From an optimization exercise on the open Yosys and OpenROAD flow, aimed at small area and a short achievable clock period; shortcuts taken in it are not production practice. Function was checked by simulation only, so behaviour that the tests miss may differ from the original. No activity file was given, so power comes from the tool's default toggle rates.

--- flow/run.sh ---
#!/bin/bash
# synth_recipe.tcl (not shown) runs the flow's synth.tcl, then flattens the netlist and writes it again
# the make line also repeats each setting of config.mk as NAME=value (left out here)
make -C /OpenROAD-flow-scripts/flow DESIGN_CONFIG=/design/flow/config.mk WORK_HOME=/design/flow/orfs CLKGATE_MAP_FILE= SYNTH_SCRIPT=/design/flow/synth_recipe.tcl finish
--- flow/config.mk ---
export PLATFORM = sky130hd
export DESIGN_NAME = PGM
export DESIGN_NICKNAME = PGM
export VERILOG_FILES = /design/flow/design.v
export SDC_FILE = /design/flow/constraint.sdc
export NUM_CORES = 4
export LEC_CHECK = 0
export CAP_MARGIN = 20
export CORE_MARGIN = 2
export CORE_UTILIZATION = 40
export SLEW_MARGIN = 20
--- flow/constraint.sdc ---
create_clock -name core_clock -period 18.0 [get_ports {clk}]
set_input_delay 3.6000 -clock core_clock [delete_from_list [all_inputs] [get_ports {clk}]]
set_output_delay 3.6000 -clock core_clock [all_outputs]
set_load 0.01 [all_outputs]
--- flow/design.v ---
module PGM#(
    parameter    PLATFORM = "xilinx"
)(
input			clk,
input			rst_n,
input           cnt_rst,
input           lau_update_finish,
input     [47:0] timestamp,
input            in_pgm_addr_shift,
input            in_pgm_slot_shift, 
input	         in_pgm_test_start,       
input            test_stop, 
input     [11:0] in_pgm_pkt_1_len,
input     [11:0] in_pgm_pkt_2_len,
input     [11:0] in_pgm_pkt_3_len,
input     [11:0] in_pgm_pkt_4_len,
input     [11:0] in_pgm_pkt_5_len,
input     [11:0] in_pgm_pkt_6_len,
input     [11:0] in_pgm_pkt_7_len,
input     [11:0] in_pgm_pkt_8_len,
input	  [15:0] in_pgm_tb_1_size, 
input     [15:0] in_pgm_tb_1_rate,
input	  [15:0] in_pgm_tb_2_size, 
input     [15:0] in_pgm_tb_2_rate,
input	  [15:0] in_pgm_tb_3_size, 
input     [15:0] in_pgm_tb_3_rate,
input	  [15:0] in_pgm_tb_4_size, 
input     [15:0] in_pgm_tb_4_rate,
input	  [15:0] in_pgm_tb_5_size, 
input     [15:0] in_pgm_tb_5_rate,
input	  [15:0] in_pgm_tb_6_size, 
input     [15:0] in_pgm_tb_6_rate,
input	  [15:0] in_pgm_tb_7_size, 
input     [15:0] in_pgm_tb_7_rate,
input	  [15:0] in_pgm_tb_8_size, 
input     [15:0] in_pgm_tb_8_rate,
input            gcl_ram_rd,
input     [3:0]  slot_shift_cnt, 
input     [8:0]  slot_ID,
output     [31:0] out_pgm_pkt_1_cnt,
output     [31:0] out_pgm_pkt_2_cnt,
output     [31:0] out_pgm_pkt_3_cnt,
output     [31:0] out_pgm_pkt_4_cnt,
output     [31:0] out_pgm_pkt_5_cnt,
output     [31:0] out_pgm_pkt_6_cnt,
output     [31:0] out_pgm_pkt_7_cnt,
output     [31:0] out_pgm_pkt_8_cnt,
input     [7:0]  in_pgm_fifo_usedw, 
output           out_pgm_gcl_rd,   
output    [4:0]  out_pgm_gcl_addr,    
input	  [127:0]in_pgm_gc,         
output	         out_pgm_pkt_hdr_rd,
output	  [5:0]  out_pgm_pkt_hdr_addr,
input	  [127:0]in_pgm_pkt_hdr,
output	   [133:0]out_pgm_data,
output	          out_pgm_data_wr,
output	          out_pgm_data_valid,
output	          out_pgm_data_valid_wr
);
localparam S_R    = 4'd0,    
           S_UDO  = 4'd1,    
           S_PRIO = 4'd2,    
           S_SEL  = 4'd3,    
           S_P1   = 4'd4,    
           S_P2   = 4'd5,
           S_P3   = 4'd6,
           S_P4   = 4'd7,    
           S_P5   = 4'd8,    
           S_P6   = 4'd9,    
           S_P7   = 4'd10,   
           S_P8   = 4'd11,   
           S_P9   = 4'd12,   
           S_AS   = 4'd13,   
           S_EXT  = 4'd14,   
           S_E    = 4'd15;   
wire [11:0] len [0:7];
wire [15:0] tbs [0:7];
wire [15:0] tbr [0:7];
assign len[0] = in_pgm_pkt_1_len; assign tbs[0] = in_pgm_tb_1_size; assign tbr[0] = in_pgm_tb_1_rate;
assign len[1] = in_pgm_pkt_2_len; assign tbs[1] = in_pgm_tb_2_size; assign tbr[1] = in_pgm_tb_2_rate;
assign len[2] = in_pgm_pkt_3_len; assign tbs[2] = in_pgm_tb_3_size; assign tbr[2] = in_pgm_tb_3_rate;
assign len[3] = in_pgm_pkt_4_len; assign tbs[3] = in_pgm_tb_4_size; assign tbr[3] = in_pgm_tb_4_rate;
assign len[4] = in_pgm_pkt_5_len; assign tbs[4] = in_pgm_tb_5_size; assign tbr[4] = in_pgm_tb_5_rate;
assign len[5] = in_pgm_pkt_6_len; assign tbs[5] = in_pgm_tb_6_size; assign tbr[5] = in_pgm_tb_6_rate;
assign len[6] = in_pgm_pkt_7_len; assign tbs[6] = in_pgm_tb_7_size; assign tbr[6] = in_pgm_tb_7_rate;
assign len[7] = in_pgm_pkt_8_len; assign tbs[7] = in_pgm_tb_8_size; assign tbr[7] = in_pgm_tb_8_rate;
reg  [3:0]  st;
reg  [2:0]  idx;         
reg         shift_r;     
reg         gv;          
reg  [2:0]  gidx;        
reg  [11:0] L;           
reg         Z;           
reg  [7:0]  R8;          
reg  [3:0]  N;           
reg  [127:0] hA, hB, hC;   
reg  [127:0] D;          
reg  [31:0] cnt [0:7];
wire [11:0] SLe  = Z ? 12'd0 : L;
wire        last = (R8 == 8'd0) || (R8 == 8'd1 && N == 4'd0);
wire [31:0] seq  = cnt[idx];
wire [31:0] inc  = seq + 32'd1;
always @(posedge clk or negedge rst_n) begin
    if (!rst_n) st <= S_R;
    else case (st)
        S_R:    st <= S_UDO;
        S_UDO:  if (in_pgm_fifo_usedw <= 8'd5) st <= S_PRIO;
        S_PRIO: if (gv) st <= S_SEL;
        S_P9, S_AS, S_EXT:
                st <= last ? S_E : (st == S_EXT ? S_EXT : st + 4'd1);
        S_E:    st <= S_UDO;
        default: st <= st + 4'd1;
    endcase
end
always @(posedge clk) begin
    if (st == S_PRIO && gv) idx <= gidx;
    if (st == S_SEL) begin
        shift_r <= in_pgm_addr_shift;
        L <= len[idx];
    end
    if (st == S_P4) begin
        R8 <= SLe[11:4];
        N  <= SLe[3:0];
    end
    else if (st == S_P6 || st == S_P7 || st == S_P8 ||
             ((st == S_P9 || st == S_AS || st == S_EXT) && !last))
        R8 <= R8 - 8'd1;
    hA <= in_pgm_pkt_hdr;
    hB <= hA;
    hC <= hB;
end
always @(posedge clk or negedge rst_n) begin
    if (!rst_n) Z <= 1'b1;
    else if (cnt_rst) Z <= 1'b1;
    else if (st == S_SEL) Z <= 1'b0;
end
genvar gk;
generate for (gk = 0; gk < 8; gk = gk + 1) begin : g_cnt
    always @(posedge clk or negedge rst_n) begin
        if (!rst_n) cnt[gk] <= 32'd0;
        else if (cnt_rst) cnt[gk] <= 32'd0;
        else if (st == S_SEL && idx == gk) cnt[gk] <= inc;
    end
end endgenerate
assign out_pgm_pkt_1_cnt = cnt[0];
assign out_pgm_pkt_2_cnt = cnt[1];
assign out_pgm_pkt_3_cnt = cnt[2];
assign out_pgm_pkt_4_cnt = cnt[3];
assign out_pgm_pkt_5_cnt = cnt[4];
assign out_pgm_pkt_6_cnt = cnt[5];
assign out_pgm_pkt_7_cnt = cnt[6];
assign out_pgm_pkt_8_cnt = cnt[7];
always @(posedge clk or negedge rst_n) begin
    if (!rst_n) D <= 128'd0;
    else case (st)
        S_P4:  D <= {20'd0, SLe + 12'd32, 96'd0};
        S_P6, S_P7, S_P8: D <= hC;
        S_P9:  D <= {hC[127:48], timestamp};
        S_AS:  D <= {seq, 76'd0, slot_shift_cnt, 7'b0, slot_ID};
        default: D <= 128'd0;
    endcase
end
assign out_pgm_data[127:0]   = D;
assign out_pgm_data[133]     = st[3] && st != S_P5;
assign out_pgm_data[132]     = st[3] && st != S_E;
assign out_pgm_data[131:128] = (st == S_E) ? 4'd0 - N : 4'd0;
assign out_pgm_data_wr       = st[3];
assign out_pgm_data_valid    = (st == S_E);
assign out_pgm_data_valid_wr = (st == S_E);
assign out_pgm_pkt_hdr_rd   = (st[3:2] == 2'b01) || (st == S_P5);
assign out_pgm_pkt_hdr_addr = (st[3:2] == 2'b01) ? {shift_r, idx, st[1:0]} :
                              (st == S_P5) ? {{shift_r, idx} + 4'd1, 2'b00} : 6'd0;
localparam G_INIT = 3'b000, G_IDLE = 3'b001, G_W1 = 3'b100, G_W2 = 3'b101, G_RD = 3'b110;
reg [2:0] gst;
reg [4:0] gaddr;
always @(posedge clk or negedge rst_n) begin
    if (!rst_n) begin
        gst <= G_INIT;
        gaddr <= 5'd0;
    end
    else case (gst)
        G_INIT: if (lau_update_finish) gst <= G_W1;
        G_IDLE: if (test_stop) begin gst <= G_INIT; gaddr <= 5'd0; end
                else if (gcl_ram_rd) gst <= G_W1;
        G_W1:   gst <= G_W2;
        G_W2:   gst <= G_RD;
        G_RD:   begin gst <= G_IDLE; gaddr <= gaddr + 5'd1; end
        default: gst <= gst;
    endcase
end
assign out_pgm_gcl_rd   = gst[2];
assign out_pgm_gcl_addr = gaddr;
reg  [7:0] req;
wire [7:0] gbyte = in_pgm_gc[slot_shift_cnt*8 +: 8];
wire [7:0] gval  = gbyte & req;
always @(posedge clk) begin
    gv <= in_pgm_test_start && (gval != 8'd0);
    casez (gval)
        8'b???????1: gidx <= 3'd0;
        8'b??????10: gidx <= 3'd1;
        8'b?????100: gidx <= 3'd2;
        8'b????1000: gidx <= 3'd3;
        8'b???10000: gidx <= 3'd4;
        8'b??100000: gidx <= 3'd5;
        8'b?1000000: gidx <= 3'd6;
        default:     gidx <= 3'd7;
    endcase
end
reg upd;      
reg slave;    
always @(posedge clk or negedge rst_n) begin
    if (!rst_n) begin
        upd <= 1'b0;
        slave <= 1'b0;
    end
    else if (!upd) upd <= lau_update_finish;
    else if (test_stop) upd <= 1'b0;
    else slave <= in_pgm_slot_shift;
end
wire        shift = slave ^ in_pgm_slot_shift;
wire        ct_on = (st == S_P1);
wire [15:0] ctv   = {4'd0, L + 12'd4};
genvar gi;
generate for (gi = 0; gi < 8; gi = gi + 1) begin : g_tb
    reg  [15:0] RT;
    wire [15:0] ct = (ct_on && idx == gi) ? ctv : 16'd0;
    wire [15:0] t1 = RT - ct;
    wire [15:0] s  = t1 + tbr[gi];
    reg  [15:0] rn;
    always @(*) begin
        if (!upd)           rn = lau_update_finish ? tbr[gi] : 16'd0;
        else if (test_stop) rn = 16'd0;
        else if (shift)     rn = (s <= tbs[gi]) ? s : tbs[gi];
        else                rn = t1;
    end
    always @(posedge clk) begin
        RT <= rn;
        req[gi] <= rn >= {4'd0, len[gi] + 12'd4};
    end
end endgenerate
endmodule
==> flow_summary_export.csv, run 1 <==
group,metric,value,unit
timing,setup_viol_count_final,0,
clocking,clock_sinks,951,
timing,period_minus_slack,11130,ps
synth,synthCells,5656,
clocking,cts-root-buf,"clkbuf_16",
final_layout,area.growth.synth_to_final,31.4,%
critical_path,critical_path.top_delay_family,"compound AO/OA/AOI/OAI gates",
final_layout,layout_common_cells,"clkdlybuf4s50_1 (1087), dfxtp_1 (524), nor2_1 (505)",
synth,syn-cell-area,52900,um^2
die,ios,1092,
clocking,insertion_delay,730,ps
critical_path,path_class,"reg2reg",
critical_path,critPathMaxStageDelay,720,ps
routing,drtIter0Drc,5020,
routing,wl,245000,um
critical_path,cpMaxStageDelayCell,"ha_2",
global_route,grt_overflow,0,
synth,synth_cell_types,96,
timing,period_share,61.8,%
final_layout,multi_input_area,29600,um^2
power,total_power,13.1,mW
global_route,grtUsageTotal,35.0,%
synth,synth-async-reset-ratio,42.0,%
synth,syn-num-nets,6851,
power,p_per_area,188,nW/um^2
timing,finalSetupTns,0,ps
critical_path,worstPathMaxFanout,46,
global_route,antenna_found_initial,115,
place,dp.cells,8301,
die,die_x,368,um
power,power_leakage,29.5,nW
die,dieHeight,368,um
synth,synth_area_per_cell,9.35,um^2
global_route,grt_max_degree,101,
die,rows,133,
clocking,ctsResizeCount,0,
synth,ys_seq_area_share,40.3,%
timing,fmax,89.8,MHz
timing,worst_slew_pin_slew,1130,ps
synth,yosys_register_bits,951,
synth,yosysWarnings,2,
synth,synth_edf_count,28,
routing,ant_nets,0,
clocking,ctsHtreeMaxLevel,3,
clocking,cts_tree,"yes",
timing,setup_ws,6870,ps
clocking,path_clk_slew,60,ps
status,status,"timing/DRC/antenna clean",
critical_path,worstPathBufferInverterCount,1,
final_layout,drive_gt1_share,6.10,%
place,portBuffers,1090,
die,core,131000,um^2
clocking,postCtsSetupBuffers,0,
global_route,grt_pass1_wl,342000,um
place,gp_congestion,0.980,
synth,synth_ff_type,"dfxtp_1",
routing,routedWlPerCell,28.6,um
power,vdd_drop_max,0.165,mV
critical_path,start_kind,"flop",
timing,skew,88.4,ps
routing,num_vias,49100,
timing,rsz0062_at_grt,"false",
final_layout,final-seq-area,21300,um^2
routing,drc_errors,0,
job,drv_cap,0,
die,start_util,40.3,%
clocking,holdBufCountCts,0,
timing,hold_viol_final,0,
clocking,cts_buffer_depth,3,
final_layout,n_fill_cell,11800,
routing,post_drt_via_cell_ratio,5.74,
routing,drtPass1Iterations,8,
place,pre_cts_ws,6890,ps
worst_hold_path,hold_class,"reg2reg",
global_route,grt_pass1_vias,47300,
final_layout,layoutNonFillerInstCount,8554,
critical_path,worstPathArrival,11510,ps
critical_path,cp-end-kind,"flop",
place,dp_hpwl,192000,um
timing,slew_headroom,24.2,%
clocking,cts_buffers,102,
timing,hold_ws,264,ps
critical_path,required,18380,ps
final_layout,mostFrequentLayoutCell,"clkdlybuf4s50_1",
die,die-area,135000,um^2
final_layout,fin_nets,7846,
timing,slew_viol_final,0,
[kinds of logic after synthesis]
family,synth area share (%)
AOI/OAI and AO/OA,19.6
xor gates and xnor gates,5.27
adders and majority gates,12.3
and+or+nand+nor,14.5
DFF,40.3
buffers and inverters,4.15
muxes,3.90
[stage by stage]
step | instance area, um^2 | util (%)
finish | 69500 | 52.9
global route | 69400 | 52.9
CTS | 69300 | 52.8
detailed placement | 65700 | 50.0
global placement | 65700 | 50.0
floorplan | 52900 | -
[final cells by class]
| type | instances | share of cell area, % |
|---|---|---|
| multi-input combinational | 4128 | 42.6 |
| sequential | 951 | 30.7 |
| timing repair buffer | 1155 | 16.5 |
| clock buffer | 151 | 4.55 |
| tap | 1755 | 3.16 |
| inverter | 313 | 1.69 |
| clock inverter | 43 | 0.686 |
| antenna | 58 | 0.209 |
[power breakdown]
| group | internal, mW | leakage [nW] | switching [mW] |
|---|---|---|---|
| clock network | 1.29 | 1.78 | 0.945 |
| registers | 2.32 | 10.2 | 0.0976 |
| logic | 3.54 | 17.5 | 4.86 |
[worst paths after layout]
| kind | start | end | slack [ps] | cells past startpoint |
|---|---|---|---|---|
| worst max register to register | idx[2] | req[7] | 6870 | 36 |
| worst min register to register | hA[103] | hB[103] | 260 | 0 |
| worst max-delay path | idx[2] | req[7] | 6870 | 36 |
| max in group asynchronous | rst_n | cnt[3][26] | 12860 | 3 |
| worst min-delay path | hA[103] | hB[103] | 260 | 0 |
| min in group asynchronous | rst_n | cnt[1][3] | 2910 | 1 |
[flip-flops by register name (all words and copies together), names as in the netlist, 3 cells and up]
name     cells
hA         128
hB         128
R8           8
D          128
g_tb.RT    128
cnt        256
idx          3
L           12
gaddr        5
N            4
gidx         3
st           4
req          8
hC         128
gst          3
[layer usage]
| metal | vias to the layer above | track usage, % | routed length, um |
|---|---|---|---|
| met4 | 88 | 17.3 | 13100 |
| met2 | 2358 | 53.9 | 107000 |
| met1 | 23500 | 42.5 | 94300 |
| li1 | 22500 | - | - |
| met5 | - | 0 | 540 |
| met3 | 564 | 13.6 | 29200 |
[Yosys cell counts (all sizes together) (49+ instances only)]
library cell  instances  share of area, %
a211oi              221               3.1
a21o                 89               1.3
a21oi               314               3.0
a222oi               66               1.2
a22o                 90               1.5
and2                 77              0.91
clkbuf              216               1.5
dfrtp               398                19
dfxtp               524                20
ha                  493                12
inv                 312               2.2
mux2i                63               1.2
nand2               491               3.5
nand3               139               1.3
nor2                511               3.6
nor2b                49              0.58
nor3                104               1.0
o21a                 54              0.77
o21ai               290               2.7
xnor2               194               3.3
xor2                117               1.9
==> inputs of run 2 (changes only) <==
--- a/flow/design.v
+++ b/flow/design.v
@@ -191,5 +191,5 @@
 assign out_pgm_gcl_rd   = gst[2];
 assign out_pgm_gcl_addr = gaddr;
-reg  [7:0] req;
+wire [7:0] req;
 wire [7:0] gbyte = in_pgm_gc[slot_shift_cnt*8 +: 8];
 wire [7:0] gval  = gbyte & req;
@@ -224,18 +224,22 @@
 generate for (gi = 0; gi < 8; gi = gi + 1) begin : g_tb
     reg  [15:0] RT;
+    reg  [11:0] pl;
     wire [15:0] ct = (ct_on && idx == gi) ? ctv : 16'd0;
     wire [15:0] t1 = RT - ct;
-    wire [15:0] s  = t1 + tbr[gi];
+    wire [16:0] u  = {1'b0, t1} + {1'b0, tbr[gi]};
+    wire [17:0] w  = {2'b0, tbs[gi]} - {2'b0, t1} - {2'b0, tbr[gi]};
+    wire        le = u[16] ? !(w[17] && !w[16]) : !w[17];
     reg  [15:0] rn;
     always @(*) begin
         if (!upd)           rn = lau_update_finish ? tbr[gi] : 16'd0;
         else if (test_stop) rn = 16'd0;
-        else if (shift)     rn = (s <= tbs[gi]) ? s : tbs[gi];
+        else if (shift)     rn = le ? u[15:0] : tbs[gi];
         else                rn = t1;
     end
     always @(posedge clk) begin
         RT <= rn;
-        req[gi] <= rn >= {4'd0, len[gi] + 12'd4};
-    end
+        pl <= len[gi] + 12'd4;
+    end
+    assign req[gi] = RT >= {4'd0, pl};
 end endgenerate
 endmodule
==> flow/flow/run.sh (new file) <==
#!/bin/bash
set -euo pipefail
HERE=$(cd "$(dirname "$0")" && pwd)
MARGIN=$(cat "$HERE/margin.txt")
KNOBS=(BUFFER_PORTS_ARGS="-buffer_cell sky130_fd_sc_hd__buf_1" SETUP_SLACK_MARGIN=$MARGIN)
if [[ -f "$HERE/knobs.txt" ]]; then
  while read -r kv; do [[ -n "$kv" ]] && KNOBS+=("$kv"); done < "$HERE/knobs.txt"
fi
bash standard.sh "${KNOBS[@]}" synth > synth.log 2>&1
bash standard.sh "${KNOBS[@]}" floorplan > floorplan.log 2>&1
bash standard.sh "${KNOBS[@]}" place > place.log 2>&1
bash standard.sh "${KNOBS[@]}" cts > cts.log 2>&1
bash standard.sh "${KNOBS[@]}" route > route.log 2>&1
bash standard.sh "${KNOBS[@]}" finish > finish.log 2>&1
==> flow/flow/margin.txt (new file) <==
11
==> flow/standard.sh (new file) <==
#!/bin/bash
# synth_recipe.tcl (not shown) runs the flow's synth.tcl, then flattens the netlist and writes it again
# the make line also repeats each setting of config.mk as NAME=value (left out here)
make -C /OpenROAD-flow-scripts/flow DESIGN_CONFIG=/design/flow/config.mk WORK_HOME=/design/flow/orfs CLKGATE_MAP_FILE= SYNTH_SCRIPT=/design/flow/synth_recipe.tcl "${@:-finish}"
--- a/flow/config.mk
+++ b/flow/config.mk
@@ -6,6 +6,7 @@
 export NUM_CORES = 4
 export LEC_CHECK = 0
+export ABC_CLOCK_PERIOD_IN_PS = 2500
 export CAP_MARGIN = 20
 export CORE_MARGIN = 2
-export CORE_UTILIZATION = 40
+export CORE_UTILIZATION = 60
 export SLEW_MARGIN = 20
removed: flow/run.sh
==> run 2 against run 1 <==
- die area fell by 25%
- power rose by 33%
- combinational power rose by 46%
- global-route usage rose by 14 points
- setup slack improved by 4100 ps
- core utilization rose by 21 points
- worst hold slack improved by 52 ps
- critical path depth fell by 19
- first-iteration DRC count rose by 63%
- clock skew fell by 45 ps
- largest cell class unchanged
==> flow_summary_export.csv, run 2 <==
group,metric,value,unit
timing,finalSetupTns,0,ps
synth,synth_edf_count,28,
global_route,grtUsageTotal,49.1,%
clocking,cts_buffer_depth,3,
critical_path,endpoint,"g_tb[5].RT[15]",
die,rows,115,
timing,skew,43.3,ps
critical_path,ff2ff_path_depth,38,
synth,synthMostInstantiatedCell,"dfxtp_1",
die,die-area,101000,um^2
final_layout,area.growth.synth_to_final,22.2,%
critical_path,r2r-end,"g_tb[1].RT[2]",
power,p_per_area,241,nW/um^2
die,core,97800,um^2
routing,drc_errors,0,
clocking,clock_sinks,1039,
global_route,grt_pass1_wl,361000,um
clocking,path_clk_slew,70,ps
job,drv_cap,0,
clocking,cts-root-buf,"clkbuf_16",
power,power_switching,7.92,mW
place,gp_congestion,1.07,
timing,fmax,142,MHz
timing,rsz0062_at_grt,"true",
synth,synth_ff_type,"dfxtp_1",
power,intPower,9.46,mW
power,pwr-share-seq,15.4,%
timing,hold_viol_final,0,
final_layout,drive_gt1_share,11.7,%
timing,worst_slew_pin_slew,1260,ps
worst_hold_path,holdPathStages,0,
synth,synth_area_leader_cell,"dfxtp_1",
final_layout,fin_nets,8834,
routing,num_vias,58000,
critical_path,required,18610,ps
power,vdd_drop_max,0.194,mV
critical_path,reg2reg_from,"idx[0]",
final_layout,layout_common_cells,"buf_1 (1071), dfxtp_1 (612), ha_1 (567)",
clocking,cts_buffers,106,
final_layout,max_flop_register,"cnt",
clocking,cts_tree,"yes",
routing,drtIter0Drc,8164,
routing,drtPass1Iterations,12,
synth,yosysWarnings,2,
timing,hold_ws,317,ps
synth,syn-num-nets,7667,
place,portBuffers,1090,
critical_path,rrSetupSlack,11060,ps
routing,wl,262000,um
worst_hold_path,hold_class,"reg2reg",
critical_path,critical_path.top_delay_family,"compound AO/OA/AOI/OAI gates",
critical_path,cpMaxStageDelayCell,"a2111oi_2",
power,p_clk_share,13.6,%
timing,period_share,39.2,%
global_route,grt_max_degree,134,
critical_path,cp-startpoint,"in_pgm_tb_6_size[0]",
power,power_frac_comb,71.0,%
critical_path,critical_path.most_common_cell,"a21o_1",
synth,synthTopCellsByCount,"dfxtp_1 (612), ha_1 (609), nor2_1 (575)",
timing,slew_headroom,14.9,%
synth,syn-cell-area,59000,um^2
timing,slew_viol_final,0,
synth,ys_seq_area_share,39.1,%
critical_path,worstPathBufferInverterCount,2,
global_route,antenna_found_initial,119,
final_layout,mostFrequentLayoutCell,"buf_1",
power,p_sw_share,45.6,%
critical_path,worst-path-stages,17,
synth,synth_area_per_cell,9.29,um^2
timing,period_minus_slack,7050,ps
synth,synthCells,6348,
synth,yosys_register_bits,1039,
critical_path,worstPathMaxFanout,7,
routing,post_drt_via_cell_ratio,6.45,
routing,routedWlPerCell,29.2,um
die,ios,1092,
die,dieHeight,318,um
synth,synth_top_cell_area_share,20.8,%
synth,synth_cell_types,94,
place,dp_hpwl,198000,um
die,start_util,60.3,%
critical_path,path_class,"in2reg",
global_route,grt_pass1_vias,52300,
synth,ys_top_cells_by_area,"dfxtp_1 (21%), dfrtp_1 (17%), ha_1 (13%), xnor2_1 (4.2%), nor2_1 (3.7%)",
timing,setup_viol_count_final,0,
status,status,"timing/DRC/antenna clean",
power,power_leakage,31.6,nW
clocking,ctsHtreeMaxLevel,3,
die,die_x,318,um
routing,ant_nets,0,
critical_path,cp-end-kind,"flop",
final_layout,largest_reg_flops,256,
critical_path,worstPathArrival,7660,ps
clocking,insertion_delay,740,ps
critical_path,start_kind,"primary input",
global_route,grt_overflow,0,
synth,synth-async-reset-ratio,38.4,%
critical_path,critPathMaxStageDelay,680,ps
critical_path,cp_cell_sequence,"buf_1 -> inv_1 -> ha_2 -> fa_1 -> nor2b_1 -> o31ai_1 -> nand2_1 -> a21o_1 -> xor2_1 -> ha_1 -> a21o_1 -> a2111oi_2 -> o41ai_4 -> maj3_2 -> nor2_1 -> a21oi_1 -> a221o_1",
run 2: metrics by stage:
| stage | total power, mW | instances | setup WS (ps) | instance area [um^2] | utilization [%] |
|---|---|---|---|---|---|
| after detailed placement | 12.2 | 8528 | 9020 | 64500 | 65.9 |
| after CTS | 15.4 | 8795 | 10990 | 69400 | 70.9 |
| final | 17.4 | 8991 | 10950 | 72100 | 73.6 |
| after floorplan | 10.6 | 6348 | 10660 | 59300 | - |
| after global routing | 18.5 | 8947 | 10840 | 71900 | 73.5 |
| after global placement | 12.0 | 8528 | 9110 | 64500 | 65.9 |
run 2: cells by family after synthesis:
kind of cell | share of synthesized area (%)
DFF | 39.1
xor gates and xnor gates | 5.90
AOI/OAI and AO/OA | 18.6
and+or+nand+nor | 14.0
buffers and inverters | 4.92
muxes | 3.67
adders and majority gates | 13.9
run 2: worst min-delay path by stage:
stage                   end    start  slack (ps)
floorplan             hB[0]    hA[0]         310
global placement     hC[86]   hB[86]         310
detailed placement  hB[100]  hA[100]         310
CTS                   hB[3]    hA[3]         320
global route          hB[4]    hA[4]         320
finish                hB[3]    hA[3]         320
run 2: final cells by class:
cell class	instances	area, um^2
Clock inverter	50	623
Clock buffer	152	3160
Timing Repair Buffer	1288	6040
Sequential cell	1039	23100
Fill cell	7323	25800
Tap cell	1287	1610
Multi-Input combinational cell	4562	35300
Antenna cell	95	238
Inverter	518	1970
run 2: worst reg2reg max path, delay by kind of cell, from the launching register on:
kind / cells / cell delay, ps
buffers and inverters: 8 / 900
XOR/XNOR: 2 / 230
AO/OA/AOI/OAI: 16 / 2560
flip-flops: 1 / 400
AND/OR/NAND/NOR: 6 / 960
adder cells (fa/ha/maj): 6 / 1740
run 2: power groups by stage:
stage,combinational (mW),clock [mW],sequential (mW)
global route,13.3,2.46,2.69
detailed placement,9.50,0,2.71
floorplan,7.94,0,2.66
finish,12.3,2.36,2.68
global placement,9.27,0,2.71
CTS,10.3,2.36,2.67
run 2: per-layer routing:
layer  vias up  track usage, %  wire length, um
met2      4290            67.0           103000
met4        46            34.1            21800
met1     27500            59.1            90900
li1      25200               -                -
met3      1030            26.0            45800
met5         -               0              285
run 2: what timing repair did:
| item | 4_1_cts | 5_1_grt |
|---|---|---|
| cloned | 11 | 11 |
| hold buffers | 0 | 0 |
| buffers inserted | 54 | 89 |
| resized for setup | 115 | 386 |
| setup endpoints to repair | 152 | 156 |
| pin swaps | 40 | 181 |
==> inputs of run 3 (changes only) <==
==> flow/flow/margin.txt (replaced) <==
12.5
--- a/flow/config.mk
+++ b/flow/config.mk
@@ -6,5 +6,5 @@
 export NUM_CORES = 4
 export LEC_CHECK = 0
-export ABC_CLOCK_PERIOD_IN_PS = 2500
+export ABC_CLOCK_PERIOD_IN_PS = 2000
 export CAP_MARGIN = 20
 export CORE_MARGIN = 2
==> run 3 against run 2 <==
- flip-flop and latch count unchanged
- worst hold slack lost 6.5 ps
- register-to-register slack got worse by 90 ps
- sequential share of layout area decreased by 0.93 points
- final cell count increased by 1.1%
- combinational power up 11%
- clock skew grew 28 ps
- via count is 3.2% higher
- design area grew 3.0%
- critical endpoint is now g_tb[7].RT[3]
- largest power group unchanged
==> flow_summary_export.csv, run 3 <==
group,metric,value,unit
timing,setup_viol_count_final,0,
synth,yosysWarnings,2,
place,portBuffers,1090,
critical_path,rrSetupSlack,10970,ps
die,start_util,60.3,%
critical_path,start_kind,"primary input",
synth,synth_ff_type,"dfxtp_1",
place,dp_hpwl,201000,um
synth,yosys_register_bits,1039,
power,power_frac_comb,72.9,%
final_layout,fin_nets,8929,
timing,skew,71.3,ps
worst_hold_path,holdPathStages,0,
global_route,grt_pass1_wl,383000,um
power,vdd_drop_max,0.210,mV
routing,drtIter0Drc,8821,
final_layout,n_fill_cell,6791,
timing,period_minus_slack,7050,ps
global_route,grt_pass1_vias,55500,
critical_path,required,18630,ps
power,power_leakage,32.4,nW
synth,synthTopCellsByCount,"dfxtp_1 (612), ha_1 (609), nor2_1 (575)",
die,die_x,318,um
die,core,97800,um^2
synth,ys_seq_area_share,39.1,%
synth,syn-cell-area,59000,um^2
timing,hold_ws,310,ps
job,drv_cap,0,
timing,fmax,142,MHz
critical_path,r2r-end,"g_tb[2].RT[14]",
final_layout,final_util,75.9,%
global_route,grt_max_degree,97,
final_layout,max_flop_register,"cnt",
worst_hold_path,hold_class,"reg2reg",
critical_path,path_class,"in2reg",
routing,wl,275000,um
timing,slew_headroom,14.2,%
critical_path,critPathMaxStageDelay,400,ps
power,intPower,10.3,mW
critical_path,cp-startpoint,"in_pgm_tb_8_size[1]",
timing,finalSetupTns,0,ps
power,p_per_area,253,nW/um^2
critical_path,worstPathArrival,7690,ps
clocking,cts_tree,"yes",
clocking,ctsHtreeMaxLevel,3,
die,dieHeight,318,um
synth,syn-num-nets,7667,
final_layout,largest_reg_flops,256,
synth,synth_cell_types,94,
routing,ant_nets,0,
critical_path,cp-end-kind,"flop",
critical_path,worstPathMaxFanout,5,
routing,num_vias,59900,
die,die-area,101000,um^2
routing,drtPass1Iterations,14,
power,p_clk_share,12.8,%
synth,synth_edf_count,28,
clocking,cts_buffers,105,
worst_hold_path,worstHoldStart,"hB[98]",
critical_path,cpMaxStageDelayCell,"maj3_4",
final_layout,layout_common_cells,"buf_1 (1056), dfxtp_1 (612), ha_1 (557)",
synth,synth_area_leader_cell,"dfxtp_1",
synth,synth-async-reset-ratio,38.4,%
routing,drc_errors,0,
worst_hold_path,holdPathEnd,"hC[98]",
timing,slew_viol_final,0,
critical_path,reg2reg_from,"idx[0]",
synth,synth_area_per_cell,9.29,um^2
power,power_switching,8.53,mW
timing,hold_viol_final,0,
final_layout,mostFrequentLayoutCell,"buf_1",
routing,routedWlPerCell,30.3,um
clocking,clock_sinks,1039,
power,p_sw_share,45.4,%
clocking,path_clk_slew,70,ps
clocking,cts-root-buf,"clkbuf_16",
die,rows,115,
critical_path,critical_path.top_delay_family,"buffers and inverters",
power,pwr-share-seq,14.2,%
clocking,cts_buffer_depth,3,
global_route,grt_overflow,0,
synth,synthCells,6348,
final_layout,drive_gt1_share,14.9,%
final_layout,area.growth.synth_to_final,25.8,%
critical_path,worstPathBufferInverterCount,13,
timing,period_share,39.2,%
critical_path,critical_path.most_common_cell,"buf_4",
global_route,antenna_found_initial,102,
timing,worst_slew_pin_slew,1290,ps
final_layout,layoutNonFillerInstCount,9086,
synth,synth_top_cell_area_share,20.8,%
global_route,grtUsageTotal,52.0,%
status,status,"timing/DRC/antenna clean",
place,dp.cells,8527,
critical_path,ff2ff_path_depth,33,
die,ios,1092,
synth,ys_top_cells_by_area,"dfxtp_1 (21%), dfrtp_1 (17%), ha_1 (13%), xnor2_1 (4.2%), nor2_1 (3.7%)",
routing,post_drt_via_cell_ratio,6.59,
place,gp_congestion,1.07,
synth,synthMostInstantiatedCell,"dfxtp_1",
timing,rsz0062_at_grt,"true",
clocking,insertion_delay,750,ps
==> run 3: layer usage <==
metal | wire length [um] | GRT usage (%)
met5 | 296 | 0.284
met4 | 24300 | 36.2
met3 | 48500 | 26.5
met2 | 109000 | 71.8
met1 | 93500 | 62.4
==> run 3: power groups by stage <==
stage | sequential (mW) | clock [mW] | combinational [mW]
6_report | 2.68 | 2.41 | 13.7
5_1_grt | 2.69 | 2.49 | 14.7
4_1_cts | 2.67 | 2.39 | 12.1
3_5_place_dp | 2.71 | 0 | 9.80
3_3_place_gp | 2.70 | 0 | 9.52
2_1_floorplan | 2.66 | 0 | 8.30
==> run 3: cell families (layout without fill, tap and decap cells) <==
family	count (synthesis)	after routing	share of synthesized area (%)
AO/OA/AOI/OAI	1570	1573	18.6
adder cells (fa/ha/maj)	640	652	13.9
flip-flops	1039	1039	39.1
XOR/XNOR	395	395	5.90
multiplexers	161	161	3.67
other	0	97	0
AND/OR/NAND/NOR	1779	1780	14.0
buffers and inverters	764	2102	4.92
==> run 3: per-stage QoR <==
stage | instance area, um^2 | setup slack (ps) | total power, mW
floorplan | 59800 | 10660 | 11.0
CTS | 72300 | 11030 | 17.2
global route | 74100 | 10800 | 19.9
finish | 74200 | 10950 | 18.8
detailed placement | 64800 | 9120 | 12.5
global placement | 64800 | 9250 | 12.2
==> run 3: worst reg2reg max path, delay by kind of cell, from the launching register on <==
kind / cells / cell delay, ps
AO/OA/AOI/OAI: 11 / 2760
adder cells (fa/ha/maj): 5 / 1540
AND/OR/NAND/NOR: 9 / 1050
buffers and inverters: 5 / 620
flip-flops: 1 / 410
XOR/XNOR: 2 / 310
multiplexers: 1 / 180
==> run 3: area by class of cell <==
type                    count  area [um^2]  area share (%)
clock inverters            52          736           0.991
flip-flops and latches   1039        23100            31.1
multi-input cells        4561        36100            48.7
inverters                 518         2030            2.73
clock buffers             147         3070            4.14
well taps                1287         1610            2.17
repair buffers           1385         7310            9.85
diodes                     97          243           0.327
==> run 3: worst max path at each step <==
stage	end	slack (ps)	cells after the start
6_report	g_tb[7].RT[3]	10950	30
5_1_grt	g_tb[7].RT[3]	10800	24
4_1_cts	g_tb[7].RT[3]	11030	24
3_5_place_dp	g_tb[6].RT[1]	9120	31
3_3_place_gp	g_tb[6].RT[1]	9250	31
2_1_floorplan	g_tb[7].RT[13]	10660	21
==> run 3: what timing repair did <==
| item | CTS | global route |
|---|---|---|
| pin swaps | 203 | 121 |
| gates resized for setup | 460 | 266 |
| setup buffers | 178 | 56 |
| setup endpoints to repair | 471 | 380 |
| cloned | 25 | 3 |
| hold buffers | 0 | 0 |
==> inputs of run 4 (changes only) <==
--- a/flow/design.v
+++ b/flow/design.v
@@ -221,20 +221,22 @@
 wire        ct_on = (st == S_P1);
 wire [15:0] ctv   = {4'd0, L + 12'd4};
+wire [15:0] rt_all [0:7];
+wire [15:0] rt_deb = rt_all[idx] - ctv;
 genvar gi;
 generate for (gi = 0; gi < 8; gi = gi + 1) begin : g_tb
     reg  [15:0] RT;
     reg  [11:0] pl;
-    wire [15:0] ct = (ct_on && idx == gi) ? ctv : 16'd0;
-    wire [15:0] t1 = RT - ct;
-    wire [16:0] u  = {1'b0, t1} + {1'b0, tbr[gi]};
-    wire [17:0] w  = {2'b0, tbs[gi]} - {2'b0, t1} - {2'b0, tbr[gi]};
-    wire        le = u[16] ? !(w[17] && !w[16]) : !w[17];
-    reg  [15:0] rn;
+    assign rt_all[gi] = RT;
+    wire [15:0] t1 = (ct_on && idx == gi) ? rt_deb : RT;
+    wire [15:0] s  = t1 + tbr[gi];
+    wire        le = s <= tbs[gi];
+    reg  [15:0] alt;
     always @(*) begin
-        if (!upd)           rn = lau_update_finish ? tbr[gi] : 16'd0;
-        else if (test_stop) rn = 16'd0;
-        else if (shift)     rn = le ? u[15:0] : tbs[gi];
-        else                rn = t1;
-    end
+        if (!upd)           alt = lau_update_finish ? tbr[gi] : 16'd0;
+        else if (test_stop) alt = 16'd0;
+        else if (shift)     alt = tbs[gi];
+        else                alt = t1;
+    end
+    wire [15:0] rn = (upd && !test_stop && shift && le) ? s : alt;
     always @(posedge clk) begin
         RT <= rn;
==> flow/flow/margin.txt (replaced) <==
11.5
--- a/flow/config.mk
+++ b/flow/config.mk
@@ -6,7 +6,9 @@
 export NUM_CORES = 4
 export LEC_CHECK = 0
-export ABC_CLOCK_PERIOD_IN_PS = 2000
 export CAP_MARGIN = 20
 export CORE_MARGIN = 2
-export CORE_UTILIZATION = 60
+export CORE_UTILIZATION = 65
+export CTS_BUF_LIST = sky130_fd_sc_hd__clkbuf_8
+export CTS_CLUSTER_DIAMETER = 100
+export CTS_CLUSTER_SIZE = 30
 export SLEW_MARGIN = 20
==> run 4 against run 3 <==
- the run now fails in I/O pin placement (3_2_place_iop)
- area after synthesis is 13% lower
- synthesized cell count is 18% lower
==> flow_summary_export.csv, run 4 <==
group,metric,value,unit
status,status,"did not finish",
status,haltStage,"I/O pin placement (3_2_place_iop)",
status,error_line,"[ERROR PPL-0024] Number of IO pins (1092) exceeds maximum number of available positions (1024). Increase the die perimeter from 1137.90um to 1485.12um.",
synth,synth_area_per_cell,9.77,um^2
die,dieHeight,284,um
synth,synthCells,5236,
die,die_x,284,um
synth,synth-async-reset-ratio,38.4,%
synth,ys_seq_area_share,45.1,%
synth,syn-num-nets,6320,
synth,yosys.area_share.adder,9.87,%
synth,synth_top_family_by_area,"compound AO/OA/AOI/OAI gates",
synth,synthSimpleGateAreaFrac,12.9,%
synth,synthMostInstantiatedCell,"dfxtp_1",
die,rows,102,
synth,synth_top_cell_area_share,24.0,%
synth,muxShareOfSynthArea,4.13,%
synth,synth_compound_area_share,19.3,%
synth,synth_cell_types,88,
synth,synth_edf_count,28,
synth,yosys_register_bits,1039,
synth,ys_top_cells_by_area,"dfxtp_1 (24%), dfrtp_1 (19%), ha_1 (9.5%), a222oi_1 (3.6%), nor2_1 (3.5%)",
synth,syn-cell-area,51100,um^2
synth,synth_xor_xnor_area_share,4.10,%
synth,yosysWarnings,2,
die,start_util,65.8,%
synth,synthTopCellsByCount,"dfxtp_1 (612), nor2_1 (479), nand2_1 (413)",
synth,synth_area_leader_cell,"dfxtp_1",
synth,synth_ff_type,"dfxtp_1",
-- run 4: cells by family after synthesis --
| group | Yosys count |
|---|---|
| mux | 151 |
| fa+ha+maj | 398 |
| flops | 1039 |
| xor+xnor | 237 |
| buf+inv | 617 |
| compound gates | 1373 |
| simple gates | 1421 |
==> inputs of run 5 (changes only) <==
--- a/flow/design.v
+++ b/flow/design.v
@@ -229,6 +229,10 @@
     assign rt_all[gi] = RT;
     wire [15:0] t1 = (ct_on && idx == gi) ? rt_deb : RT;
-    wire [15:0] s  = t1 + tbr[gi];
-    wire        le = s <= tbs[gi];
+    wire [16:0] u  = {1'b0, t1} + {1'b0, tbr[gi]};
+    wire [15:0] ps = tbs[gi] ^ ~t1 ^ ~tbr[gi];
+    wire [15:0] pc = (tbs[gi] & ~t1) | (tbs[gi] & ~tbr[gi]) | (~t1 & ~tbr[gi]);
+    wire [15:0] y  = {pc[14:0], 1'b1};
+    wire        c  = y >= ~ps;
+    wire        le = u[16] ? (pc[15] | c) : (pc[15] & c);
     reg  [15:0] alt;
     always @(*) begin
@@ -238,5 +242,5 @@
         else                alt = t1;
     end
-    wire [15:0] rn = (upd && !test_stop && shift && le) ? s : alt;
+    wire [15:0] rn = (upd && !test_stop && shift && le) ? u[15:0] : alt;
     always @(posedge clk) begin
         RT <= rn;
--- a/flow/config.mk
+++ b/flow/config.mk
@@ -9,6 +9,3 @@
 export CORE_MARGIN = 2
 export CORE_UTILIZATION = 65
-export CTS_BUF_LIST = sky130_fd_sc_hd__clkbuf_8
-export CTS_CLUSTER_DIAMETER = 100
-export CTS_CLUSTER_SIZE = 30
 export SLEW_MARGIN = 20
==> run 5 against run 4 <==
- the flow again stops in I/O pin placement (3_2_place_iop)
- area after synthesis up 9.1%
- synthesized cell count increased by 8.4%
==> flow_summary_export.csv, run 5 <==
group,metric,value,unit
die,dieHeight,297,um
die,rows,107,
synth,synthCells,5676,
synth,synth_edf_count,28,
synth,ys_top_cells_by_area,"dfxtp_1 (22%), dfrtp_1 (18%), ha_1 (10%), a222oi_1 (3.6%), xnor2_1 (3.6%)",
synth,syn-num-nets,6912,
synth,synthMostInstantiatedCell,"dfxtp_1",
die,die_x,297,um
synth,synth_area_leader_cell,"dfxtp_1",
synth,synthTopCellsByCount,"dfxtp_1 (612), inv_1 (477), ha_1 (461)",
synth,yosys_register_bits,1039,
synth,synth_cell_types,94,
synth,synth_top_cell_area_share,22.0,%
status,status,"did not finish",
status,error_line,"[ERROR PPL-0024] Number of IO pins (1092) exceeds maximum number of available positions (1072). Increase the die perimeter from 1188.10um to 1485.12um.",
synth,synth_area_per_cell,9.83,um^2
die,start_util,65.5,%
synth,synth_ff_type,"dfxtp_1",
synth,ys_seq_area_share,41.4,%
synth,yosysWarnings,2,
synth,syn-cell-area,55800,um^2
status,haltStage,"I/O pin placement (3_2_place_iop)",
synth,synth-async-reset-ratio,38.4,%
-- run 5: cell count changes after synthesis, sizes merged, moves of 72 or more --
cell | previous run | this run
inv | 341 | 478
o21ai | 261 | 353
fa | 9 | 89
xnor2 | 165 | 242
mux2i | 13 | 88
ha | 389 | 461
-- run 5: cells by family after synthesis --
kind of cell / after synthesis / share of synthesized area [%]
AO/OA/AOI/OAI: 1417 / 18.2
AND/OR/NAND/NOR: 1380 / 11.5
flip-flops: 1039 / 41.4
buffers and inverters: 750 / 5.23
adder cells (fa/ha/maj): 559 / 13.7
XOR/XNOR: 320 / 5.20
multiplexers: 211 / 4.83
==> inputs of run 6 (changes only) <==
--- a/flow/config.mk
+++ b/flow/config.mk
@@ -7,5 +7,5 @@
 export LEC_CHECK = 0
 export CAP_MARGIN = 20
-export CORE_MARGIN = 2
-export CORE_UTILIZATION = 65
+export CORE_AREA = 5 5 315 315
+export DIE_AREA = 0 0 320 320
 export SLEW_MARGIN = 20
==> run 6 against run 5 <==
- the run now finishes clean
- area after synthesis did not move
- synthesized cell count unchanged
==> flow_summary_export.csv, run 6 <==
group,metric,value,unit
critical_path,start_kind,"flop",
final_layout,max_flop_register,"cnt",
global_route,grt_pass1_wl,348000,um
global_route,use_met1,54.2,%
global_route,grt_pass1_vias,48900,
synth,syn-num-nets,6912,
critical_path,cp-end-kind,"flop",
final_layout,drive_gt1_share,11.0,%
timing,skew,44.4,ps
place,gp_congestion,1.04,
global_route,grtUsageTotal,47.0,%
routing,routedWlPerCell,30.8,um
power,vdd_drop_max,0.113,mV
global_route,use_met2,69.2,%
die,ios,1092,
critical_path,path_class,"reg2reg",
routing,drc_errors,0,
final_layout,final-seq-area,23100,um^2
synth,synth_edf_count,28,
synth,ys_seq_area_share,41.4,%
global_route,antenna_found_initial,154,
global_route,grt.busiest_layer,"met2",
synth,yosysWarnings,2,
die,start_util,58.7,%
timing,worst_slew_pin_slew,1280,ps
global_route,grt_max_degree,187,
synth,synthCells,5676,
synth,synth-async-reset-ratio,38.4,%
final_layout,area.growth.synth_to_final,21.7,%
critical_path,cpMaxStageDelayCell,"a222oi_1",
synth,synth_top_cell_area_share,22.0,%
synth,syn-cell-area,55800,um^2
clocking,cts_buffers,105,
clocking,cts-root-buf,"clkbuf_16",
routing,num_vias,52700,
timing,finalSetupTns,0,ps
global_route,grt_overflow,0,
die,core,95200,um^2
critical_path,worstPathMaxFanout,7,
synth,synth_area_per_cell,9.83,um^2
routing,wl,255000,um
timing,fmax,145,MHz
die,die_x,320,um
synth,synth_ff_type,"dfxtp_1",
routing,ant_nets,0,
routing,post_drt_via_cell_ratio,6.36,
job,drv_cap,0,
routing,drtPass1Iterations,14,
critical_path,critPathMaxStageDelay,700,ps
synth,synth_area_leader_cell,"dfxtp_1",
final_layout,multi_input_area,31200,um^2
status,status,"timing/DRC/antenna clean",
final_layout,n_fill_cell,7358,
final_layout,largest_reg_flops,256,
power,p_per_area,131,nW/um^2
timing,slew_headroom,14.0,%
synth,ys_top_cells_by_area,"dfxtp_1 (22%), dfrtp_1 (18%), ha_1 (10%), a222oi_1 (3.6%), xnor2_1 (3.6%)",
die,dieHeight,320,um
synth,synthTopCellsByCount,"dfxtp_1 (612), inv_1 (477), ha_1 (461)",
timing,hold_viol_final,0,
clocking,cts_buffer_depth,3,
clocking,cts_tree,"yes",
critical_path,critical_path.top_delay_family,"compound AO/OA/AOI/OAI gates",
synth,yosys_register_bits,1039,
routing,drtIter0Drc,8714,
clocking,ctsHtreeMaxLevel,3,
timing,period_share,38.4,%
final_layout,fin_nets,8025,
clocking,clock_sinks,1039,
final_layout,mostFrequentLayoutCell,"buf_1",
worst_hold_path,hold_class,"reg2reg",
timing,setup_viol_count_final,0,
critical_path,worstPathArrival,7570,ps
global_route,met3_usage,17.4,%
synth,synth_cell_types,94,
place,portBuffers,1090,
timing,hold_ws,324,ps
timing,rsz0062_at_grt,"true",
critical_path,required,18650,ps
die,rows,113,
timing,period_minus_slack,6920,ps
final_layout,layout_common_cells,"buf_1 (1086), dfxtp_1 (612), inv_1 (457)",
die,die-area,102000,um^2
place,dp_hpwl,191000,um
timing,slew_viol_final,0,
synth,synthMostInstantiatedCell,"dfxtp_1",
clocking,path_clk_slew,70,ps
power,power_leakage,28.9,nW
clocking,insertion_delay,730,ps
critical_path,worstPathBufferInverterCount,6,
==> run 6: cell counts after synthesis <==
No cell type changed its count.
==> run 6: final cells by class <==
| type | count | area share [%] |
|---|---|---|
| Sequential cell | 1039 | 34.0 |
| Tap cell | 1265 | 2.33 |
| Antenna cell | 137 | 0.505 |
| Inverter | 478 | 2.64 |
| Clock buffer | 157 | 4.55 |
| Multi-Input combinational cell | 3890 | 46.0 |
| Clock inverter | 40 | 0.860 |
| Timing Repair Buffer | 1275 | 9.15 |
==> run 6: layer usage <==
| metal | part of all wire [%] | wire, um |
|---|---|---|
| met2 | 42 | 108000 |
| met4 | 11 | 27500 |
| met1 | 33 | 83600 |
| met5 | 0.062 | 159 |
| met3 | 14 | 35500 |
==> run 6: worst paths after layout <==
check / startpoint / to / slack, ps / depth (start not counted)
min in group asynchronous: rst_n / gaddr[3] / 2880 / 1
min: hB[68] / hC[68] / 320 / 0
max reg2reg: idx[1] / g_tb[5].RT[4] / 11080 / 28
min reg2reg: hB[68] / hC[68] / 320 / 0
max: idx[1] / g_tb[5].RT[4] / 11080 / 28
max in group asynchronous: rst_n / D[20] / 12280 / 4
==> run 6: power by group <==
| part | total (mW) | switching (mW) | internal (mW) |
|---|---|---|---|
| Clock | 2.33 | 1.01 | 1.32 |
| Combinational | 3.65 | 2.30 | 1.34 |
| Sequential | 2.94 | 0.311 | 2.63 |
==> run 6: cell families after synthesis <==
| group | share of synthesized area [%] |
|---|---|
| buffers and inverters | 5.23 |
| multiplexers | 4.83 |
| AO/OA/AOI/OAI | 18.2 |
| adder cells (fa/ha/maj) | 13.7 |
| flip-flops | 41.4 |
| XOR/XNOR | 5.20 |
| AND/OR/NAND/NOR | 11.5 |
==> run 6: stage by stage <==
step | utilization, % | cell area (um^2) | std cells | power [mW] | worst slack [ps]
after floorplan | - | 56400 | 5676 | 4.72 | 10970
after global placement | 64.5 | 61300 | 7818 | 5.99 | 9870
after detailed placement | 64.5 | 61300 | 7818 | 6.04 | 9810
after CTS | 70.2 | 66800 | 8117 | 8.62 | 11380
after global routing | 71.3 | 67800 | 8240 | 9.22 | 11030
final | 71.4 | 67900 | 8281 | 8.91 | 11080
==> run 6: what timing repair did <==
item | in CTS | in global routing
setup buffers | 91 | 23
endpoints found under the setup margin | 133 | 129
hold endpoints to repair | 0 | 0
resized for setup | 162 | 130
pin swaps | 57 | 36
hold buffers | 0 | 0
cloned | 11 | 4
==> inputs of run 7 (changes only) <==
--- a/flow/design.v
+++ b/flow/design.v
@@ -87,5 +87,4 @@
 reg  [3:0]  st;
 reg  [2:0]  idx;         
-reg         shift_r;     
 reg         gv;          
 reg  [2:0]  gidx;        
@@ -101,22 +100,58 @@
 wire [31:0] seq  = cnt[idx];
 wire [31:0] inc  = seq + 32'd1;
-always @(posedge clk or negedge rst_n) begin
-    if (!rst_n) st <= S_R;
-    else case (st)
-        S_R:    st <= S_UDO;
-        S_UDO:  if (in_pgm_fifo_usedw <= 8'd5) st <= S_PRIO;
-        S_PRIO: if (gv) st <= S_SEL;
+function [16:0] ks16;
+    input [15:0] a, b;
+    input        cin;
+    reg   [15:0] g, p, G, P;
+    integer i, d;
+    begin
+        g = a & b;
+        p = a ^ b;
+        G = g;
+        P = p;
+        G[0] = g[0] | (p[0] & cin);
+        for (d = 1; d < 16; d = d * 2)
+            for (i = 15; i >= d; i = i - 1) begin
+                G[i] = G[i] | (P[i] & G[i-d]);
+                P[i] = P[i] & P[i-d];
+            end
+        ks16 = {G[15], p ^ {G[14:0], cin}};
+    end
+endfunction
+reg  [3:0] nst;
+always @(*) begin
+    case (st)
+        S_R:    nst = S_UDO;
+        S_UDO:  nst = (in_pgm_fifo_usedw <= 8'd5) ? S_PRIO : S_UDO;
+        S_PRIO: nst = gv ? S_SEL : S_PRIO;
         S_P9, S_AS, S_EXT:
-                st <= last ? S_E : (st == S_EXT ? S_EXT : st + 4'd1);
-        S_E:    st <= S_UDO;
-        default: st <= st + 4'd1;
-    endcase
+                nst = last ? S_E : (st == S_EXT ? S_EXT : st + 4'd1);
+        S_E:    nst = S_UDO;
+        default: nst = st + 4'd1;
+    endcase
+end
+reg       o133, o132, vld, hrd;
+reg [3:0] nib;
+reg [5:0] haddr;
+always @(posedge clk or negedge rst_n) begin
+    if (!rst_n) begin
+        st <= S_R;
+        o133 <= 1'b0; o132 <= 1'b0; vld <= 1'b0; nib <= 4'd0;
+        hrd <= 1'b0; haddr <= 6'd0;
+    end
+    else begin
+        st   <= nst;
+        o133 <= nst[3] && nst != S_P5;
+        o132 <= nst[3] && nst != S_E;
+        vld  <= (nst == S_E);
+        nib  <= (nst == S_E) ? 4'd0 - N : 4'd0;
+        hrd  <= (st == S_SEL) || (st[3:2] == 2'b01);
+        haddr <= (st == S_SEL) ? {in_pgm_addr_shift, idx, 2'b00} :
+                 (st[3:2] == 2'b01) ? haddr + 6'd1 : 6'd0;
+    end
 end
 always @(posedge clk) begin
     if (st == S_PRIO && gv) idx <= gidx;
-    if (st == S_SEL) begin
-        shift_r <= in_pgm_addr_shift;
-        L <= len[idx];
-    end
+    if (st == S_SEL) L <= len[idx];
     if (st == S_P4) begin
         R8 <= SLe[11:4];
@@ -162,13 +197,12 @@
 end
 assign out_pgm_data[127:0]   = D;
-assign out_pgm_data[133]     = st[3] && st != S_P5;
-assign out_pgm_data[132]     = st[3] && st != S_E;
-assign out_pgm_data[131:128] = (st == S_E) ? 4'd0 - N : 4'd0;
+assign out_pgm_data[133]     = o133;
+assign out_pgm_data[132]     = o132;
+assign out_pgm_data[131:128] = nib;
 assign out_pgm_data_wr       = st[3];
-assign out_pgm_data_valid    = (st == S_E);
-assign out_pgm_data_valid_wr = (st == S_E);
-assign out_pgm_pkt_hdr_rd   = (st[3:2] == 2'b01) || (st == S_P5);
-assign out_pgm_pkt_hdr_addr = (st[3:2] == 2'b01) ? {shift_r, idx, st[1:0]} :
-                              (st == S_P5) ? {{shift_r, idx} + 4'd1, 2'b00} : 6'd0;
+assign out_pgm_data_valid    = vld;
+assign out_pgm_data_valid_wr = vld;
+assign out_pgm_pkt_hdr_rd    = hrd;
+assign out_pgm_pkt_hdr_addr  = haddr;
 localparam G_INIT = 3'b000, G_IDLE = 3'b001, G_W1 = 3'b100, G_W2 = 3'b101, G_RD = 3'b110;
 reg [2:0] gst;
@@ -219,19 +253,20 @@
 end
 wire        shift = slave ^ in_pgm_slot_shift;
+reg  [15:0] nct;
+always @(posedge clk) if (st == S_SEL) nct <= 16'd0 - {4'd0, len[idx] + 12'd4};
 wire        ct_on = (st == S_P1);
-wire [15:0] ctv   = {4'd0, L + 12'd4};
-wire [15:0] rt_all [0:7];
-wire [15:0] rt_deb = rt_all[idx] - ctv;
 genvar gi;
 generate for (gi = 0; gi < 8; gi = gi + 1) begin : g_tb
     reg  [15:0] RT;
     reg  [11:0] pl;
-    assign rt_all[gi] = RT;
-    wire [15:0] t1 = (ct_on && idx == gi) ? rt_deb : RT;
-    wire [16:0] u  = {1'b0, t1} + {1'b0, tbr[gi]};
+    wire [15:0] cg = (ct_on && idx == gi) ? nct : 16'd0;
+    wire [16:0] tk = ks16(RT, cg, 1'b0);
+    wire [15:0] t1 = tk[15:0];
+    wire [16:0] u  = ks16(t1, tbr[gi], 1'b0);
     wire [15:0] ps = tbs[gi] ^ ~t1 ^ ~tbr[gi];
     wire [15:0] pc = (tbs[gi] & ~t1) | (tbs[gi] & ~tbr[gi]) | (~t1 & ~tbr[gi]);
     wire [15:0] y  = {pc[14:0], 1'b1};
-    wire        c  = y >= ~ps;
+    wire [16:0] yk = ks16(y, ps, 1'b1);    
+    wire        c  = yk[16];
     wire        le = u[16] ? (pc[15] | c) : (pc[15] & c);
     reg  [15:0] alt;
==> flow/flow/margin.txt (replaced) <==
12.7
==> run 7 against run 6 <==
- still clean
- register-to-register slack better by 1100 ps
- die area stayed put
- critical path depth is 1 lower
- first-iteration DRC count is 2.1% lower
- non-clock buffer count is 109 higher
- setup slack better by 1100 ps
- power is 20% lower
- worst hold slack worse by 2.8 ps
==> flow_summary_export.csv, run 7 <==
group,metric,value,unit
power,p_per_area,95.3,nW/um^2
final_layout,layoutNonFillerInstCount,8800,
timing,finalSetupTns,0,ps
clocking,insertion_delay,740,ps
synth,synth_area_per_cell,9.90,um^2
critical_path,worstPathArrival,6410,ps
clocking,path_clk_slew,70,ps
global_route,grt_overflow,0,
place,portBuffers,1090,
global_route,grtUsageTotal,48.6,%
synth,synthMostInstantiatedCell,"dfxtp_1",
synth,synthTopCellsByCount,"dfxtp_1 (612), ha_1 (558), nor2_1 (508)",
routing,num_vias,57700,
synth,synth_edf_count,39,
timing,slew_viol_final,0,
die,dieHeight,320,um
timing,rsz0062_at_grt,"true",
power,vdd_drop_max,0.124,mV
synth,syn-num-nets,7427,
routing,post_drt_via_cell_ratio,6.56,
routing,routedWlPerCell,30.4,um
synth,synth_cell_types,102,
final_layout,n_fill_cell,6124,
critical_path,worstPathMaxFanout,4,
timing,period_minus_slack,5810,ps
final_layout,drive_gt1_share,15.6,%
place,dp_hpwl,197000,um
timing,hold_viol_final,0,
final_layout,final_util,78.9,%
clocking,ctsHtreeMaxLevel,3,
power,power_frac_comb,30.0,%
clocking,cts_buffer_depth,3,
power,p_clk_share,33.3,%
routing,ant_nets,0,
place,pre_cts_ws,10060,ps
final_layout,max_flop_register,"cnt",
clocking,cts-root-buf,"clkbuf_16",
status,status,"timing/DRC/antenna clean",
clocking,cts_tree,"yes",
final_layout,fin_nets,8682,
timing,setup_ws,12190,ps
die,core,95200,um^2
critical_path,path_class,"reg2reg",
timing,period_share,32.3,%
routing,drc_errors,0,
final_layout,area.growth.synth_to_final,24.5,%
global_route,antenna_found_initial,103,
synth,synth_top_cell_area_share,20.3,%
synth,syn-cell-area,60300,um^2
worst_hold_path,hold_class,"reg2reg",
timing,worst_slew_pin_slew,1180,ps
power,power_switching,2.36,mW
place,gp_congestion,1.06,
die,die-area,102000,um^2
die,ios,1092,
place,dp.cells,8255,
power,power_leakage,33.0,nW
routing,drtIter0Drc,8529,
global_route,grt_pass1_vias,53500,
global_route,grt_pass1_wl,368000,um
global_route,grt_max_degree,170,
final_layout,multi_input_area,36500,um^2
critical_path,rrSetupSlack,12190,ps
critical_path,start_kind,"flop",
timing,fmax,172,MHz
job,drv_cap,0,
synth,ys_top_cells_by_area,"dfxtp_1 (20%), dfrtp_1 (17%), ha_1 (12%), xnor2_1 (4.4%), nor2_1 (3.2%)",
clocking,holdBufCountCts,0,
timing,slew_headroom,21.0,%
power,intPower,4.79,mW
synth,synth_ff_type,"dfxtp_1",
die,die_x,320,um
routing,drtPass1Iterations,9,
routing,wl,268000,um
final_layout,final-seq-area,23800,um^2
synth,yosysWarnings,2,
power,p_sw_share,33.0,%
final_layout,layout_common_cells,"buf_1 (983), dfxtp_1 (612), ha_1 (513)",
synth,ys_seq_area_share,39.4,%
clocking,clock_sinks,1064,
final_layout,largest_reg_flops,256,
timing,skew,44.5,ps
critical_path,required,18600,ps
synth,synth_area_leader_cell,"dfxtp_1",
synth,synthCells,6095,
timing,setup_viol_count_final,0,
critical_path,cp-end-kind,"flop",
die,rows,113,
synth,synth-async-reset-ratio,38.8,%
clocking,cts_buffers,107,
final_layout,mostFrequentLayoutCell,"buf_1",
die,start_util,63.4,%
power,pwr-share-seq,36.6,%
synth,yosys_register_bits,1064,
-- run 7: cell types whose count changed in the layout (fill, tap and decap cells not counted), moves of 67 or more --
cell | previous run | this run
a222oi_1 | 203 | 136
and2_1 | 52 | 155
buf_1 | 1086 | 983
buf_4 | 114 | 225
ha_1 | 438 | 513
nand2_1 | 405 | 295
o21ai_0 | 278 | 164
-- run 7: kinds of logic (layout without fill, tap and decap cells) --
| kind of cell | count (synthesis) | after routing | synth area share [%] |
|---|---|---|---|
| and+or+nand+nor | 1572 | 1572 | 12.8 |
| AOI/OAI and AO/OA | 1399 | 1401 | 16.6 |
| DFF | 1064 | 1064 | 39.4 |
| buffers and inverters | 737 | 2085 | 4.90 |
| adders and majority gates | 656 | 656 | 14.7 |
| xor gates and xnor gates | 428 | 428 | 6.35 |
| muxes | 239 | 239 | 5.24 |
| other | 0 | 90 | 0 |
-- run 7: path summary, 6_finish.rpt --
path,start,endpoint,depth (start not counted)
min reg2reg,hA[65],hB[65],0
min,hA[65],hB[65],0
max,st[0],g_tb[7].RT[14],27
max in group asynchronous,rst_n,st[3],3
min in group asynchronous,rst_n,gst[0],1
max reg2reg,st[0],g_tb[7].RT[14],27
-- run 7: final cells by class --
| cell class | count | share of cell area [%] |
|---|---|---|
| multi-input combinational | 4296 | 48.6 |
| sequential | 1064 | 31.7 |
| timing repair buffer | 1384 | 9.81 |
| clock buffer | 152 | 4.23 |
| inverter | 497 | 2.55 |
| tap | 1265 | 2.11 |
| clock inverter | 52 | 0.788 |
| antenna | 90 | 0.300 |
-- run 7: per-stage QoR --
stage               area (um^2)  total power, mW  hold WS (ps)
floorplan                 61000             3.91           310
global placement          65700             4.34           310
detailed placement        65800             4.40           312
CTS                       72800             6.93           321
global route              74900             7.44           324
finish                    75100             7.15           321
-- run 7: power by group through the flow --
stage | registers (mW) | clock network [mW] | logic (mW)
floorplan | 2.62 | 0 | 1.28
global placement | 2.66 | 0 | 1.69
detailed placement | 2.66 | 0 | 1.74
CTS | 2.61 | 2.38 | 1.94
global route | 2.63 | 2.48 | 2.33
finish | 2.62 | 2.38 | 2.15
-- run 7: routing by layer --
layer	share of wire, %	GRT usage, %	vias up
li1	-	-	24400
met3	16	24.0	1245
met1	33	57.5	27700
met5	0.16	0	-
met4	9.2	32.8	56
met2	41	69.4	4356
-- run 7: worst max-delay path, stage by stage, from the launching register on --
cell      delay [ps]
dfrtp_1          400
inv_2             90
ha_4             190
nand4b_1         120
buf_6            160
buf_6            120
nor2_4           230
and2_4           220
ha_4             200
a211o_1          290
a2111o_1         470
nand3_2          100
nand4_1           80
o211ai_1         170
o21ai_2          140
mux2i_2          250
nor2_2            90
fa_1             560
inv_2             50
ha_4             260
nand4_1           70
nor2_1            90
nor2_1            50
o31a_1           290
maj3_2           340
nor2_4           200
buf_12           160
mux2_4           290
-- run 7: what timing repair did --
item / 4_1_cts / 5_1_grt
endpoints found under the setup margin: 302 / 262
setup buffers: 149 / 86
cloned: 14 / 1
resized for setup: 429 / 286
pin swaps: 141 / 171

[afterwards: timing with drivers on the ports]
Ports are ideal in the flow. The routed layouts listed here were re-timed in OpenROAD. Step 1 assumes that a clkbuf_16 drives the clock port and a buf_2 every other input. Step 2, shift: input delay + t, output delay - t, t = (earliest + latest rising clock arrival at the registers) / 2. This alone moves slack from input paths to output paths. Slacks: ideal / step 1 / step 2; pairs: ideal / step 1.
| run | t (ns) | slack for setup (ns) | hold slack, ns | latest minus earliest clock arrival (ns) |
|---|---|---|---|---|
| run 1 | 0.769 | 6.870 / 6.870 / 6.774 | 0.264 / 0.264 / 0.264 | 0.089 / 0.089 |
| run 2 | 0.799 | 10.950 / 10.879 / 10.080 | 0.317 / 0.317 / 0.317 | 0.045 / 0.045 |
| run 3 | 0.791 | 10.948 / 10.927 / 10.136 | 0.310 / 0.310 / 0.310 | 0.071 / 0.071 |
| run 6 | 0.793 | 11.081 / 11.081 / 10.934 | 0.324 / 0.324 / 0.324 | 0.047 / 0.046 |
| run 7 | 0.787 | 12.193 / 12.152 / 11.365 | 0.321 / 0.321 / 0.321 | 0.050 / 0.051 |
After both steps setup and hold are still met in every run listed. For run 2, which loses most, drivers alone change the setup slack by -0.071 ns; drivers and shift together by -0.870 ns.
